This design comes from an exercise in tuning for small area, a short achievable clock period and few clock cycles per item on the open sky130 flow, not from production work. No functional check of the RTL was part of any run shown here. Power figures rest on the tool's default switching activity, not on a simulated workload.

<file path="design/flow/design.v">
module divider_48cycle (
  input  [30:0] rem,
  input  [30:0] divisor,
  input         b1,
  input         b2,
  output        q1,
  output        q2,
  output [30:0] rem_next
);
  wire [31:0] a  = {1'b0, rem} - {1'b0, divisor};
  wire [30:0] c0 = {rem[29:0], b1};
  wire [31:0] b0 = {1'b0, c0} - {1'b0, divisor};
  wire [33:0] e1 = {2'b0, rem, b1} - {2'b0, divisor, 1'b0} - {3'b0, divisor};
  assign q1 = ~a[31];
  wire q2_0 = ~b0[31];
  wire q2_1 = a[30] ? (~e1[33] & (e1[32] | e1[31])) : ~e1[33];
  assign q2 = q1 ? q2_1 : q2_0;
  reg [29:0] hi;
  always @(*) begin
    case ({q1, q2})
      2'b00:   hi = c0[29:0];
      2'b01:   hi = b0[29:0];
      2'b10:   hi = {a[28:0], b1};
      default: hi = e1[29:0];
    endcase
  end
  assign rem_next = {hi, b2};
endmodule
module kalman_filter_v3 (
  input  wire               clk,
  input  wire               rstn,
  input  wire               valid,
  input  wire signed [31:0] I_data_x,
  output wire signed [31:0] O_filter_data_x,
  output reg                finish
);
  localparam [31:0] QV = 32'h0000_1999;
  localparam [2:0] S_IDLE  = 3'd0;
  localparam [2:0] S_RV    = 3'd1;
  localparam [2:0] S_FAST  = 3'd2;
  localparam [2:0] S_VN    = 3'd3;
  localparam [2:0] S_SLOW1 = 3'd4;
  localparam [2:0] S_SLOW2 = 3'd5;
  localparam [2:0] S_F     = 3'd6;
  reg [2:0]  st;
  reg [5:0]  t;
  reg [31:0] x0, xe0, xe1, pe0, pe1, pe2, pe3;
  reg  [1:0] cp0, cp1, cp2, cp3;
  reg        pend;
  reg [31:0] e;
  reg [30:0] vd, rem0, rem2;
  reg        sg0, sg2, fastok, neg;
  reg        u31_0, unz_0, u31_2, unz_2;
  reg [47:0] s_x0, c_x0, s_x1, c_x1;
  reg [47:0] s_p0, c_p0, s_p1, c_p1, s_p2, c_p2, s_p3, c_p3;
  wire [31:0] dn = x0 - I_data_x;
  wire [4:0] gt_n;
  assign gt_n[4] = dn[31] ? (dn < (32'h0 - 32'h0028_0000)) : (dn > 32'h0028_0000);
  assign gt_n[3] = dn[31] ? (dn < (32'h0 - 32'h0014_0000)) : (dn > 32'h0014_0000);
  assign gt_n[2] = dn[31] ? (dn < (32'h0 - 32'h000a_0000)) : (dn > 32'h000a_0000);
  assign gt_n[1] = dn[31] ? (dn < (32'h0 - 32'h0005_0000)) : (dn > 32'h0005_0000);
  assign gt_n[0] = |dn;
  reg  [4:0] gt;
  wire [15:0] rv_hi = gt[4] ? 16'h03e8 : gt[3] ? 16'h07d0 : gt[2] ? 16'h0bb8 :
                      gt[1] ? 16'h0fa0 : gt[0] ? 16'h1388 : 16'h0000;
  wire [31:0] dsum = {pe0[31:16] + rv_hi, pe0[15:0]};
  wire [30:0] vneg = ~vd + 31'd1;
  wire [30:0] dm0 = pe0[31] ? (~pe0[30:0] + 31'd1) : pe0[30:0];
  wire [30:0] dm2 = pe2[31] ? (~pe2[30:0] + 31'd1) : pe2[30:0];
  wire [31:0] nv0 = {pe0[30], dm0};
  wire [31:0] nv2 = {pe2[30], dm2};
  wire slow = (st == S_SLOW1) | (st == S_SLOW2);
  reg  bq1_0, bq2_0, bq1_2, bq2_2;
  wire [5:0] tn = (slow && t != 6'd46) ? t + 6'd2 : 6'd0;
  always @(posedge clk) begin
    bq1_0 <= ~tn[5] & nv0[{~tn[4:1], 1'b1}];
    bq2_0 <= ~tn[5] & nv0[{~tn[4:1], 1'b0}];
    bq1_2 <= ~tn[5] & nv2[{~tn[4:1], 1'b1}];
    bq2_2 <= ~tn[5] & nv2[{~tn[4:1], 1'b0}];
  end
  wire b1_0 = slow & bq1_0;
  wire b2_0 = slow & bq2_0;
  wire b1_2 = slow & bq1_2;
  wire b2_2 = slow & bq2_2;
  wire q1_0, q2_0, q1_2, q2_2;
  wire [30:0] rn0, rn2;
  divider_48cycle u_d0 (.rem(rem0), .divisor(vd), .b1(b1_0), .b2(b2_0),
                        .q1(q1_0), .q2(q2_0), .rem_next(rn0));
  divider_48cycle u_d2 (.rem(rem2), .divisor(vd), .b1(b1_2), .b2(b2_2),
                        .q1(q1_2), .q2(q2_2), .rem_next(rn2));
  wire early = (st == S_SLOW2) & (t < 6'd16);
  wire da0 = early ? u31_0 : q1_0;
  wire db0 = early ? u31_0 : q2_0;
  wire da2 = early ? u31_2 : q1_2;
  wire db2 = early ? u31_2 : q2_2;
  wire sp0 = sg0 & ~(u31_0 & ~unz_0);
  wire sp2 = sg2 & ~(u31_2 & ~unz_2);
  function [95:0] acc_step;
    input [47:0] s;
    input [47:0] c;
    input [31:0] m;
    input        ng;
    input        dp;
    input        da;
    reg   [32:0] ms;
    reg   [47:0] a, b, r, s1, c1, r2;
    begin
      ms = {m[31], m} ^ {33{ng}};
      r  = {13'b0, ~(dp & ms[32]), dp ? ms[31:0] : 32'b0, da & ng, 1'b0};
      a  = {s[45:0], dp & ng, 1'b0};
      b  = {c[45:0], dp & ng, 1'b0};
      s1 = a ^ b ^ r;
      c1 = ((a & b) | (a & r) | (b & r)) << 1;
      r2 = {14'b0, ~(da & ms[32]), da ? ms[31:0] : 32'b0, 1'b0};
      acc_step = {s1 ^ c1 ^ r2, (((s1 & c1) | (s1 & r2) | (c1 & r2)) << 1)};
    end
  endfunction
  function [33:0] last_row;
    input [31:0] m;
    input        ng;
    input        dg;
    reg   [32:0] ms;
    begin
      ms = {m[31], m} ^ {33{ng}};
      last_row = {dg & ng, ~(dg & ms[32]), dg ? ms[31:0] : 32'b0};
    end
  endfunction
  wire clr = (st == S_RV) | ((st == S_SLOW1) & (t == 6'd46));
  reg dp0, dp2;
  always @(posedge clk) begin
    dp0 <= ~clr & db0;
    dp2 <= ~clr & db2;
  end
  always @(posedge clk) begin
    if (clr) begin
      {s_x0, c_x0} <= 96'b0; {s_x1, c_x1} <= 96'b0;
      {s_p0, c_p0} <= 96'b0; {s_p1, c_p1} <= 96'b0;
      {s_p2, c_p2} <= 96'b0; {s_p3, c_p3} <= 96'b0;
    end else begin
      {s_x0, c_x0} <= acc_step(s_x0, c_x0, e,   sp0, dp0, da0);
      {s_x1, c_x1} <= acc_step(s_x1, c_x1, e,   sp2, dp2, da2);
      {s_p0, c_p0} <= acc_step(s_p0, c_p0, pe0, sp0, dp0, da0);
      {s_p1, c_p1} <= acc_step(s_p1, c_p1, pe1, sp0, dp0, da0);
      {s_p2, c_p2} <= acc_step(s_p2, c_p2, pe0, sp2, dp2, da2);
      {s_p3, c_p3} <= acc_step(s_p3, c_p3, pe1, sp2, dp2, da2);
    end
  end
  wire [33:0] f_x0 = last_row(e,   sp0, dp0);
  wire [33:0] f_x1 = last_row(e,   sp2, dp2);
  wire [33:0] f_p0 = last_row(pe0, sp0, dp0);
  wire [33:0] f_p1 = last_row(pe1, sp0, dp0);
  wire [33:0] f_p2 = last_row(pe0, sp2, dp2);
  wire [33:0] f_p3 = last_row(pe1, sp2, dp2);
  wire [17:0] l_x0 = {2'b0, s_x0[15:0]} + {2'b0, c_x0[15:0]} + {2'b0, f_x0[15:0]} + {17'b0, f_x0[33]};
  wire [17:0] l_x1 = {2'b0, s_x1[15:0]} + {2'b0, c_x1[15:0]} + {2'b0, f_x1[15:0]} + {17'b0, f_x1[33]};
  wire [17:0] l_p0 = {2'b0, s_p0[15:0]} + {2'b0, c_p0[15:0]} + {2'b0, f_p0[15:0]} + {17'b0, f_p0[33]};
  wire [17:0] l_p1 = {2'b0, s_p1[15:0]} + {2'b0, c_p1[15:0]} + {2'b0, f_p1[15:0]} + {17'b0, f_p1[33]};
  wire [17:0] l_p2 = {2'b0, s_p2[15:0]} + {2'b0, c_p2[15:0]} + {2'b0, f_p2[15:0]} + {17'b0, f_p2[33]};
  wire [17:0] l_p3 = {2'b0, s_p3[15:0]} + {2'b0, c_p3[15:0]} + {2'b0, f_p3[15:0]} + {17'b0, f_p3[33]};
  wire abort = (t == 6'd32) & (~fastok | q1_0 | q1_2);
  wire [31:0] x0_n = xe0 + s_x0[47:16] + c_x0[47:16] + {15'b0, f_x0[32:16]} + 32'h0001_0000
                   + {30'b0, l_x0[17:16]};
  wire        fs = (st == S_F);
  wire [31:0] sh_x  = (fs ? xe1 : x0) + (fs ? s_x1[47:16] : xe1)
                    + (fs ? c_x1[47:16] : 32'h0) + (fs ? {15'b0, f_x1[32:16]} : 32'h0)
                    + (fs ? 32'h0001_0000 : 32'h0) + {30'b0, fs ? l_x1[17:16] : 2'b0};
  wire [31:0] sh_p0 = pe0 + (fs ? ~s_p0[47:16] : pe1) + (fs ? ~c_p0[47:16] : pe2)
                    + (fs ? ~{15'b0, f_p0[32:16]} : pe3) + (fs ? 32'hffff_0003 : QV)
                    - {28'b0, fs ? 4'd0 : ({2'b0, cp0} + {2'b0, cp1} + {2'b0, cp2} + {2'b0, cp3})};
  wire [31:0] sh_p1 = pe1 + (fs ? ~s_p1[47:16] : pe3) + (fs ? ~c_p1[47:16] : 32'h0)
                    + (fs ? ~{15'b0, f_p1[32:16]} : 32'h0) + (fs ? 32'hffff_0003 : 32'h0)
                    - {29'b0, fs ? 3'd0 : ({1'b0, cp1} + {1'b0, cp3})};
  wire [31:0] sh_p2 = pe2 + (fs ? ~s_p2[47:16] : pe3) + (fs ? ~c_p2[47:16] : 32'h0)
                    + (fs ? ~{15'b0, f_p2[32:16]} : 32'h0) + (fs ? 32'hffff_0003 : 32'h0)
                    - {29'b0, fs ? 3'd0 : ({1'b0, cp2} + {1'b0, cp3})};
  wire [31:0] sh_p3 = pe3 + (fs ? ~s_p3[47:16] : QV) + (fs ? ~c_p3[47:16] : 32'h0)
                    + (fs ? ~{15'b0, f_p3[32:16]} : 32'h0) + (fs ? 32'hffff_0003 : 32'h0)
                    - {30'b0, fs ? 2'd0 : cp3};
  wire last = (t == 6'd46) & ((st == S_FAST) | (st == S_SLOW2));
  always @(posedge clk) begin
    if (!rstn) begin
      st  <= S_IDLE;
      t   <= 6'd0;
      finish <= 1'b0;
      pend <= 1'b0;
      x0  <= 32'h0;
      xe0 <= 32'h0;
      xe1 <= 32'h0;
      pe0 <= 32'h000a_1999;
      pe1 <= 32'h0005_0000;
      pe2 <= 32'h0005_0000;
      pe3 <= 32'h0005_1999;
    end else begin
      finish <= (st == S_F);
      case (st)
        S_IDLE: begin
          if (valid) st <= S_RV;
          if (pend) begin
            pend <= 1'b0;
            xe0 <= sh_x;
            pe0 <= sh_p0;
            pe1 <= sh_p1;
            pe2 <= sh_p2;
            pe3 <= sh_p3;
          end
        end
        S_RV: begin
          st <= S_FAST;
          t  <= 6'd32;
        end
        S_FAST: begin
          if (abort) begin
            st <= neg ? S_VN : S_SLOW1;
            t  <= 6'd0;
          end else begin
            t <= t + 6'd2;
            if (t == 6'd46) st <= S_F;
          end
        end
        S_VN: st <= S_SLOW1;
        S_SLOW1: begin
          t <= (t == 6'd46) ? 6'd0 : t + 6'd2;
          if (t == 6'd46) st <= S_SLOW2;
        end
        S_SLOW2: begin
          t <= t + 6'd2;
          if (t == 6'd46) st <= S_F;
        end
        S_F: begin
          st   <= S_IDLE;
          pend <= 1'b1;
          x0  <= x0_n;
          xe1 <= sh_x;
          pe0 <= sh_p0;
          pe1 <= sh_p1;
          pe2 <= sh_p2;
          pe3 <= sh_p3;
        end
        default: st <= S_IDLE;
      endcase
    end
  end
  always @(posedge clk) begin
    if (st == S_IDLE) begin
      gt <= gt_n;
      e <= I_data_x - x0 - xe1;
    end
    if (st == S_RV) begin
      sg0    <= pe0[31] ^ dsum[31];
      sg2    <= pe2[31] ^ dsum[31];
      neg    <= dsum[31];
      fastok <= ~pe0[30] & ~pe2[30] & ~dsum[31] & ~dsum[30];
      u31_0  <= 1'b0;
      u31_2  <= 1'b0;
      unz_0  <= 1'b0;
      unz_2  <= 1'b0;
    end
    if (st == S_RV) vd <= dsum[30:0];
    if (st == S_VN) vd <= vneg;
    if (st == S_RV) begin
      rem0 <= dm0;
      rem2 <= dm2;
    end
    if (st == S_FAST || slow) begin
      rem0 <= rn0;
      rem2 <= rn2;
    end
    if ((st == S_FAST && abort) || (st == S_SLOW1 && t == 6'd46)) begin
      rem0 <= 31'b0;
      rem2 <= 31'b0;
    end
    if (st == S_SLOW1) begin
      if (t == 6'd16) begin
        u31_0 <= q1_0;
        u31_2 <= q1_2;
        unz_0 <= q2_0;
        unz_2 <= q2_2;
      end
      if (t > 6'd16) begin
        unz_0 <= unz_0 | q1_0 | q2_0;
        unz_2 <= unz_2 | q1_2 | q2_2;
      end
    end
    if (st == S_F) begin
      cp0 <= l_p0[17:16];
      cp1 <= l_p1[17:16];
      cp2 <= l_p2[17:16];
      cp3 <= l_p3[17:16];
    end
  end
  assign O_filter_data_x = x0;
endmodule
</file>
<file path="design/flow/flow/run.sh">
#!/bin/bash
# Standard layout, with timing repair aiming for 7 ns of setup slack (the
# clock period and all constraints are the design's).
set -euo pipefail
bash standard.sh SETUP_SLACK_MARGIN=7 finish > standard_flow.log 2>&1
</file>
<file path="design/flow/constraint.sdc">
create_clock -name core_clock -period 12.0 [get_ports {clk}]
set_input_delay 2.4000 -clock core_clock [delete_from_list [all_inputs] [get_ports {clk}]]
set_output_delay 2.4000 -clock core_clock [all_outputs]
set_load 0.01 [all_outputs]
</file>
<file path="design/flow/standard.sh">
#!/bin/bash
# synth_recipe.tcl (not shown) runs the flow's synth.tcl, then flattens the netlist and writes it again
# the make line also repeats each setting of config.mk as NAME=value (left out here)
make -C /OpenROAD-flow-scripts/flow DESIGN_CONFIG=/design/flow/config.mk WORK_HOME=/design/flow/orfs CLKGATE_MAP_FILE= SYNTH_SCRIPT=/design/flow/synth_recipe.tcl "${@:-finish}"
</file>
<file path="design/flow/config.mk">
export PLATFORM = sky130hd
export DESIGN_NAME = kalman_filter_v3
export DESIGN_NICKNAME = kalman_filter_v3
export VERILOG_FILES = /design/flow/design.v
export SDC_FILE = /design/flow/constraint.sdc
export NUM_CORES = 4
export LEC_CHECK = 0
export CAP_MARGIN = 20
export CORE_MARGIN = 2
export CORE_UTILIZATION = 40
export PLACE_DENSITY = 0.6
export SLEW_MARGIN = 20
export TNS_END_PERCENT = 100
</file>
==> results_tabular.tex, run 1 <==
\begin{tabular}{lr}
\hline
Metric & Value \\
\hline
\multicolumn{2}{l}{\textbf{Route}} \\
Final wirelength & 275 mm \\
First-pass iteration count of the detailed router & 6 \\
Detailed router's first-iteration violation count & 4854 \\
Via-per-instance ratio & 5.44 \\
DR WL/cell & 21.0 µm \\
Detailed-route via count & 71400 \\
Post-detailed-route DRC marker count & 0 \\
Post-route ant nets & 0 \\
\multicolumn{2}{l}{\textbf{Critical path}} \\
CP max-delay cell & fa\_1 \\
CP Data Required Time & 12.66 ns \\
Worst setup path class & flip-flop to flip-flop \\
Startpoint Class & flip-flop \\
Endpoint kind of the worst setup timing path & flip-flop \\
Maximum fanout count along the critical path & 3 \\
Largest stage delay on the critical path & 0.51 ns \\
Most Frequent Cell on Critical Path & a21o\_1 \\
Arrival time at the worst endpoint & 7.27 ns \\
\multicolumn{2}{l}{\textbf{Global routing}} \\
First-pass GRT wire length & 420 mm \\
Global-route usage over all layers & 24.2\% \\
Pin count of the biggest net entering global routing & 282 \\
Final global-route overflow total & 0 \\
Number of antenna violations at the first check in global routing & 6 \\
Via count of the first global-routing pass & 74200 \\
\multicolumn{2}{l}{\textbf{CTS}} \\
Clock slew seen by the registers of the worst setup and hold paths & 0.06 ns \\
Number of H-tree levels & 3 \\
TritonCTS clock tree & built \\
Num CTS Buffers & 114 \\
Max Buffers Root-to-Sink & 3 \\
Number of buffers inserted by hold repair at cts & 0 \\
Clock Sinks & 944 \\
Clock root cell & clkbuf\_16 \\
Clock network latency to the later pin of the worst-skew pair & 0.79 ns \\
\multicolumn{2}{l}{\textbf{Die}} \\
Number of cell rows & 170 \\
Std-Cell Core Area & 215000 µm² \\
Initial standard-cell utilization of the core & between 40\% and 50\% \\
Die Outline Area & 220000 µm² \\
Horizontal extent of the die & 469 µm \\
Die extent in y & 469 µm \\
Top-level I/O count & a little under 70 \\
\multicolumn{2}{l}{\textbf{Synthesis}} \\
Sequential fraction of the synthesis area & a little under a quarter \\
Synth top area cells & dfxtp\_1, fa\_1, ha\_1 \\
Synth cell types & 96 \\
Number of enable flip-flop cells after synthesis & 80 \\
Top-count cell post-synth & nor2\_1 \\
Cells after synthesis & approximately 9800 \\
Leading area contributor after synthesis & dfxtp\_1 \\
Fraction of synthesized cell area taken by the top area cell type & 20.0\% \\
List of most frequent post-synthesis cells & nor2\_1, ha\_1, inv\_1, dfxtp\_1, fa\_1 \\
Avg Inst Size Synth & just under 9 µm² \\
Share of flip-flops with an asynchronous set or reset after synthesis & 0\% \\
Register bit total from synthesis & 944 \\
Total number of yosys warnings & 2 \\
Post-synthesis instance area & 86600 µm² \\
Syn Nets & 11600 \\
Flip-flop cell with the highest count after synthesis & dfxtp\_1 \\
\multicolumn{2}{l}{\textbf{Power}} \\
Areal power density over the cells & 204 nW/µm² \\
Leakage & 0.0476 µW \\
Worst vdd ir & between 150 and 200 µV \\
\multicolumn{2}{l}{\textbf{Hold path}} \\
Tightest Hold Check Type & flip-flop to flip-flop \\
\multicolumn{2}{l}{\textbf{STA}} \\
Final-report max-slew violation count & 0 \\
Final hold slack & 0.464 ns \\
Transition at the pin with the smallest max-transition slack & 1.19 ns \\
FMAX & 151 MHz \\
Worst setup skew after layout & 0.0489 ns \\
Final Hold Violating Endpoints & 0 \\
Post-route setup TNS & 0 ns \\
Number of setup violations in the final report & 0 \\
Worst-case headroom to the max-slew limit & 20.5\% \\
Fraction of the cycle the final worst path needs & 55.2\% \\
Minimum period implied by the final worst setup slack & 6.62 ns \\
Setup repair after global routing missed its margin & yes \\
\multicolumn{2}{l}{\textbf{Run status}} \\
Run status & timing/DRC/antenna clean \\
\multicolumn{2}{l}{\textbf{Placed design}} \\
Routability-driven placement congestion ratio & 0.931 \\
Total cell area at the placement stage & 90900 µm² \\
Input/output buffers & 67 \\
Number of placed instances, taps included & 12300 \\
Half-perimeter wire length after placement & 193 mm \\
\multicolumn{2}{l}{\textbf{Run}} \\
Number of max-cap violations & 0 \\
\multicolumn{2}{l}{\textbf{Finish}} \\
Non-filler cells, final & between 10000 and 15000 \\
Core Util, Final & 49.4\% \\
Footprint of the multi-input gates & between 60000 and 70000 µm² \\
Area of all sequential standard cells & 19700 µm² \\
Area growth syn-to-layout & 22.6\% \\
Final instance area & 106000 µm² \\
Filler Cell Count & 19400 \\
Number of nets in the layout & around 12000 \\
Ratio of cells with drive above 1 in the final layout & between 15 and 20\% \\
\hline
\end{tabular}
-- critical path: cells and delay by family (launching register included) --
kind / cells / cell delay (ns)
flip-flops: 1 / 0.33
XOR/XNOR: 1 / 0.14
buffers and inverters: 3 / 0.21
AND/OR/NAND/NOR: 7 / 0.83
AO/OA/AOI/OAI: 18 / 3.21
adder cells (fa/ha/maj): 5 / 1.76
-- sequential cells by signal, summed over array words and instances (netlist names), 46 cells and up --
signal  flops
c_p1       46
s_p0       47
c_p0       46
s_p3       47
s_x1       47
c_x0       46
s_p1       47
s_p2       47
c_p3       46
s_x0       47
c_x1       46
c_p2       46
-- what timing repair did --
action                     in CTS  in global routing
gates resized for setup       844                481
buffers inserted              376                155
cloned                         35                  1
setup endpoints to repair     591                507
pin swaps                     473                407
-- layout by cell type, fill, tap and decap left out, drive strengths merged, types with 115 or more instances in the layout --
cell,n
fa,836
buf,607
clkbuf,148
dfxtp,864
o21ai,435
a21oi,648
ha,953
xnor2,495
nor2,964
and2,592
a211oi,115
inv,949
nand2,761
a21o,225
xor2,180
nand2b,120
-- where the power goes --
group	total [µW]	internal, µW	leakage, µW	switching, µW
Sequential	4820	4080	0.00781	731
Clock	3800	2240	0.00200	1560
Combinational	13100	6020	0.0378	7030
Total	21700	12300	0.0476	9330
-- cell type report --
| cell class | instances | area share [%] |
|---|---|---|
| Tap cell | 2838 | 3.34 |
| Sequential cell | 944 | 18.6 |
| Antenna cell | 1 | 0.00236 |
| Clock inverter | 64 | 0.786 |
| Multi-Input combinational cell | 7492 | 64.1 |
| Timing Repair Buffer | 680 | 6.71 |
| Inverter | 952 | 3.44 |
| Clock buffer | 147 | 3.05 |
| Timing Repair inverter | 3 | 0.0342 |
-- final timing paths --
check,from,end,slack (ns),cells after the start
hold reg to reg,xe0[16],xe0[16],0.46,2
setup reg to reg,unz_2,xe1[31],5.38,34
hold / removal,xe0[16],xe0[16],0.46,2
setup / recovery,unz_2,xe1[31],5.38,34
-- routing by layer --
| layer | vias up | global-route usage (%) | routed length (µm) | share of wire (%) |
|---|---|---|---|---|
| li1 | 33500 | - | - | - |
| met1 | 35300 | 30.1 | 114000 | 42 |
| met2 | 2019 | 41.9 | 134000 | 49 |
| met3 | 564 | 2.46 | 13300 | 4.8 |
| met4 | 4 | 11.2 | 13700 | 5.0 |
| met5 | - | 0 | 26 | 0.0094 |
-- stage by stage --
| step | worst slack [ns] | power (µW) |
|---|---|---|
| detailed placement | 4.24 | 14800 |
| global placement | 4.35 | 14700 |
| floorplan | 5.69 | 12300 |
| CTS | 5.33 | 20800 |
| finish | 5.38 | 21700 |
| global route | 5.11 | 23300 |
-- cell families after synthesis --
kind of cell	after synthesis	synth area share [%]
and+or+nand+nor	2942	16.1
AOI/OAI and AO/OA	2036	15.0
adders and majority gates	1789	33.1
buffers and inverters	1331	5.80
DFF	944	22.7
xor gates and xnor gates	675	6.83
muxes	39	0.464
==> inputs of run 2 (changes only) <==
--- a/design/flow/design.v
+++ b/design/flow/design.v
@@ -37,5 +37,5 @@
   localparam [31:0] QV = 32'h0000_1999;
   localparam [2:0] S_IDLE  = 3'd0;
-  localparam [2:0] S_RV    = 3'd1;
+  localparam [2:0] S_GO    = 3'd1;    
   localparam [2:0] S_FAST  = 3'd2;
   localparam [2:0] S_VN    = 3'd3;
@@ -61,8 +61,13 @@
   assign gt_n[1] = dn[31] ? (dn < (32'h0 - 32'h0005_0000)) : (dn > 32'h0005_0000);
   assign gt_n[0] = |dn;
-  reg  [4:0] gt;
-  wire [15:0] rv_hi = gt[4] ? 16'h03e8 : gt[3] ? 16'h07d0 : gt[2] ? 16'h0bb8 :
-                      gt[1] ? 16'h0fa0 : gt[0] ? 16'h1388 : 16'h0000;
-  wire [31:0] dsum = {pe0[31:16] + rv_hi, pe0[15:0]};
+  wire [15:0] ph = pe0[31:16];
+  wire [15:0] ca1 = ph + 16'h03e8;
+  wire [15:0] ca2 = ph + 16'h07d0;
+  wire [15:0] ca3 = ph + 16'h0bb8;
+  wire [15:0] ca4 = ph + 16'h0fa0;
+  wire [15:0] ca5 = ph + 16'h1388;
+  wire [15:0] dsum_hi = gt_n[4] ? ca1 : gt_n[3] ? ca2 : gt_n[2] ? ca3 :
+                        gt_n[1] ? ca4 : gt_n[0] ? ca5 : ph;
+  wire [31:0] dsum = {dsum_hi, pe0[15:0]};
   wire [30:0] vneg = ~vd + 31'd1;
   wire [30:0] dm0 = pe0[31] ? (~pe0[30:0] + 31'd1) : pe0[30:0];
@@ -126,5 +131,6 @@
     end
   endfunction
-  wire clr = (st == S_RV) | ((st == S_SLOW1) & (t == 6'd46));
+  wire go  = (st == S_IDLE) & valid;
+  wire clr = go | ((st == S_SLOW1) & (t == 6'd46));
   reg dp0, dp2;
   always @(posedge clk) begin
@@ -195,5 +201,8 @@
       case (st)
         S_IDLE: begin
-          if (valid) st <= S_RV;
+          if (valid) begin
+            st <= S_FAST;
+            t  <= 6'd32;
+          end
           if (pend) begin
             pend <= 1'b0;
@@ -204,8 +213,4 @@
             pe3 <= sh_p3;
           end
-        end
-        S_RV: begin
-          st <= S_FAST;
-          t  <= 6'd32;
         end
         S_FAST: begin
@@ -242,9 +247,6 @@
   end
   always @(posedge clk) begin
-    if (st == S_IDLE) begin
-      gt <= gt_n;
-      e <= I_data_x - x0 - xe1;
-    end
-    if (st == S_RV) begin
+    if (st == S_IDLE) e <= I_data_x - x0 - xe1;
+    if (go) begin
       sg0    <= pe0[31] ^ dsum[31];
       sg2    <= pe2[31] ^ dsum[31];
@@ -256,7 +258,7 @@
       unz_2  <= 1'b0;
     end
-    if (st == S_RV) vd <= dsum[30:0];
+    if (go) vd <= dsum[30:0];
     if (st == S_VN) vd <= vneg;
-    if (st == S_RV) begin
+    if (go) begin
       rem0 <= dm0;
       rem2 <= dm2;
==> run 2 against run 1 <==
  * Still clean on timing, DRC and antenna
  * Global-route usage up 1.8 points
  * Sequential share of layout area down 0.37 points
  * Wire length up 8.2%
  * Clock skew up 0.0053 ns
  * Fmax down 12%
  * Register-to-register slack worse by 0.89 ns
  * Synthesized area up 1.1%
  * Cell count up 1.4%
  * Design area up 1.2%
  * Largest power group unchanged
  * Highest routed layer unchanged
==> results_tabular.tex, run 2 <==
\begin{tabular}{lr}
\hline
Metric & Value \\
\hline
\multicolumn{2}{l}{\textbf{Run status}} \\
Run status & timing/DRC/antenna clean \\
\multicolumn{2}{l}{\textbf{Critical path}} \\
CP max-delay cell & fa\_1 \\
RR Endpoint & x0[31] \\
Worst flop-to-flop path startpoint & unz\_0 \\
Maximum fanout count along the critical path & 3 \\
Largest stage delay on the critical path & approximately 0.52 ns \\
First element of the critical path & unz\_0 \\
Number of buffers and inverters on the critical path & 1 \\
Endpoint kind of the worst setup timing path & flip-flop \\
Largest delay share family, worst path & compound AO/OA/AOI/OAI gates \\
Arrival time at the worst endpoint & 8.18 ns \\
Slack of the worst reg-to-reg path & 4.49 ns \\
CP Data Required Time & 12.67 ns \\
Worst setup path class & flip-flop to flip-flop \\
Startpoint Class & flip-flop \\
Path depth of the worst reg2reg path & 38 \\
Most Frequent Cell on Critical Path & a21o\_1 \\
\multicolumn{2}{l}{\textbf{Route}} \\
Post-detailed-route DRC marker count & 0 \\
Via-per-instance ratio & 5.54 \\
Post-route ant nets & 0 \\
Final wirelength & 298 mm \\
DR WL/cell & 22.4 µm \\
Detailed-route via count & 73700 \\
First-pass iteration count of the detailed router & 8 \\
Detailed router's first-iteration violation count & around 5400 \\
\multicolumn{2}{l}{\textbf{Finish}} \\
Commonest cells after routing, fill and taps aside & inv\_1, ha\_1, dfxtp\_1, nor2\_1, fa\_1 \\
Leading cell type in the layout, fill and taps excluded & inv\_1 \\
N\_diodes & 0 \\
Ratio of cells with drive above 1 in the final layout & 18.0\% \\
Filler Cell Count & $\sim$20000 \\
Area growth syn-to-layout & 22.8\% \\
Number of nets in the layout & 12200 \\
\multicolumn{2}{l}{\textbf{Synthesis}} \\
Flip-flop cell with the highest count after synthesis & dfxtp\_1 \\
Fraction of synthesized cell area taken by the top area cell type & 19.8\% \\
Post-synthesis instance area & 87500 µm² \\
Share of flip-flops with an asynchronous set or reset after synthesis & 0\% \\
Number of enable flip-flop cells after synthesis & between 70 and 80 \\
Leading area contributor after synthesis & dfxtp\_1 \\
Syn Nets & 11700 \\
Avg Inst Size Synth & 8.86 µm² \\
Cells after synthesis & 9875 \\
Sequential fraction of the synthesis area & 22.3\% \\
Synth cell types & 115 \\
Synth top area cells & dfxtp\_1, fa\_1, ha\_1 \\
List of most frequent post-synthesis cells & ha\_1, inv\_1, nor2\_1, dfxtp\_1, fa\_1 \\
Top-count cell post-synth & ha\_1 \\
Register bit total from synthesis & $\sim$940 \\
Total number of yosys warnings & 2 \\
\multicolumn{2}{l}{\textbf{Global routing}} \\
Via count of the first global-routing pass & 74200 \\
Pin count of the biggest net entering global routing & 204 \\
Global-route usage over all layers & between 20\% and 30\% \\
First-pass GRT wire length & 449 mm \\
Final global-route overflow total & 0 \\
Number of antenna violations at the first check in global routing & 5 \\
\multicolumn{2}{l}{\textbf{STA}} \\
Setup repair after global routing missed its margin & yes \\
Transition at the pin with the smallest max-transition slack & 1.19 ns \\
Worst-case headroom to the max-slew limit & between 20\% and 30\% \\
Post-route setup TNS & 0 ns \\
Worst setup skew after layout & roughly 0.054 ns \\
Final Hold Violating Endpoints & 0 \\
Minimum period implied by the final worst setup slack & between 7 and 8 ns \\
Final-report max-slew violation count & 0 \\
Number of setup violations in the final report & 0 \\
Final hold slack & 0.461 ns \\
FMAX & 133 MHz \\
Fraction of the cycle the final worst path needs & 62.6\% \\
\multicolumn{2}{l}{\textbf{Placed design}} \\
Input/output buffers & 67 \\
Half-perimeter wire length after placement & 207 mm \\
Routability-driven placement congestion ratio & between 0.9 and 1 \\
\multicolumn{2}{l}{\textbf{Hold path}} \\
Source of the worst hold timing path & xe0[16] \\
Worst hold path endpoint & xe0[16] \\
Tightest Hold Check Type & flip-flop to flip-flop \\
Number of instances on the worst hold path & 2 \\
\multicolumn{2}{l}{\textbf{Die}} \\
Horizontal extent of the die & 472 µm \\
Number of cell rows & approximately 170 \\
Top-level I/O count & a little under 70 \\
Std-Cell Core Area & 217000 µm² \\
Die Outline Area & 223000 µm² \\
Initial standard-cell utilization of the core & 40.3\% \\
Die extent in y & around 470 µm \\
\multicolumn{2}{l}{\textbf{CTS}} \\
TritonCTS clock tree & built \\
Number of buffers inserted by hold repair at cts & 0 \\
Clock root cell & clkbuf\_16 \\
Clock slew seen by the registers of the worst setup and hold paths & 0.06 ns \\
Number of H-tree levels & 3 \\
Max Buffers Root-to-Sink & 3 \\
Num CTS Buffers & roughly 120 \\
Clock network latency to the later pin of the worst-skew pair & 0.80 ns \\
Clock Sinks & 939 \\
\multicolumn{2}{l}{\textbf{Power}} \\
Worst vdd ir & 169 µV \\
Leakage & 0.0483 µW \\
Areal power density over the cells & 214 nW/µm² \\
\multicolumn{2}{l}{\textbf{Run}} \\
Number of max-cap violations & 0 \\
\hline
\end{tabular}
run 2: changes by cell type in the layout (fill, tap and decap cells not counted), moves of 24 or more:
cell / before / now
nor3_1: 86 / 110
a21oi_1: 489 / 398
o21ai_2: 35 / 61
nor2_1: 898 / 824
buf_4: 366 / 416
nor2b_1: 46 / 131
nand2_1: 725 / 774
o21ai_0: 329 / 293
o21ai_1: 57 / 81
run 2: worst min-delay path: stages (launching register included):
cell and delay, ns:
dfxtp_1 0.31, nand2_1 0.05, a21oi_1 0.05
run 2: worst max path at each step:
stage / to / slack [ns] / cells after the start
after global placement: x0[31] / 3.42 / 38
after CTS: x0[31] / 4.38 / 38
after floorplan: x0[31] / 4.75 / 39
after detailed placement: x0[31] / 3.30 / 37
after global routing: x0[31] / 4.16 / 38
final: x0[31] / 4.49 / 38
run 2: layer usage:
| metal | track usage [%] | vias up | wire length (µm) |
|---|---|---|---|
| met5 | 0 | - | 11 |
| met4 | 10.5 | 2 | 14400 |
| met3 | 4.15 | 642 | 20000 |
| met2 | 41.5 | 2418 | 134000 |
| met1 | 35.1 | 36500 | 129000 |
| li1 | - | 34100 | - |
run 2: cells by family after synthesis:
group	share of synthesized area [%]
AOI/OAI and AO/OA	14.4
xor gates and xnor gates	6.68
adders and majority gates	32.8
buffers and inverters	5.83
DFF	22.3
muxes	0.742
and+or+nand+nor	17.3
run 2: power by group:
part / internal (µW) / leakage (µW) / total, µW / switching (µW)
Sequential: 3900 / 0.00776 / 4540 / 639
Combinational: 6860 / 0.0386 / 14800 / 7890
Clock: 2120 / 0.00192 / 3700 / 1580
Total: 12900 / 0.0483 / 23000 / 10100
run 2: stage by stage:
| stage | util [%] | instance area, µm² | power [µW] | cells | setup slack [ns] |
|---|---|---|---|---|---|
| after CTS | 47.8 | 104000 | 21700 | 13100 | 4.38 |
| after floorplan | - | 88900 | 12300 | 9875 | 4.75 |
| after global routing | 49.5 | 108000 | 24500 | 13300 | 4.16 |
| after detailed placement | 42.3 | 92000 | 14900 | 12500 | 3.30 |
| final | 49.5 | 108000 | 23000 | 13300 | 4.49 |
| after global placement | 42.3 | 92000 | 14700 | 12500 | 3.42 |
run 2: final cells by class:
class / count / area (µm²) / area share (%)
clock inverter: 48 / 526 / 0.489
sequential: 939 / 19600 / 18.2
clock buffer: 167 / 3400 / 3.16
inverter: 945 / 3620 / 3.37
timing repair inverter: 3 / 33.8 / 0.0314
timing repair buffer: 751 / 7840 / 7.30
multi-input combinational: 7599 / 68900 / 64.1
tap: 2854 / 3570 / 3.32
run 2: timing repair:
item,CTS,global route
gates cloned,35,5
resized for setup,917,485
pin swaps,454,382
setup endpoints to repair,713,650
setup buffers,413,167

-- afterwards: timing with drivers on the ports --
How much do the figures lean on ideal ports? The routed layouts below were timed once more, with nothing changed but the port constraints. Step 1 (the two cells are an assumption about what drives the block):
set clk [get_ports {clk}]
set_driving_cell -lib_cell sky130_fd_sc_hd__clkbuf_16 $clk
set_driving_cell -lib_cell sky130_fd_sc_hd__buf_2 [delete_from_list [all_inputs] $clk]
Step 2 moves the port delays by t, midway between the first and last clock arrival at a register: inputs arrive t later, outputs are due t later. That takes back most of the time a late clock gives input paths. Slacks: ideal / step 1 / step 2; pairs: ideal / step 1.
| run | t, ns | slack for setup (ns) | hold WS [ns] | worst setup path at the end | worst data-port slew with drivers (ns) |
|---|---|---|---|---|---|
| run 1 | 0.867 | 5.381 / 5.381 / 5.381 | 0.464 / 0.464 / 0.464 | register to register | 0.06 |
| run 2 | 0.871 | 4.490 / 4.490 / 4.490 | 0.461 / 0.461 / 0.461 | register to register | 0.06 |
After both steps setup and hold are still met in every run listed.
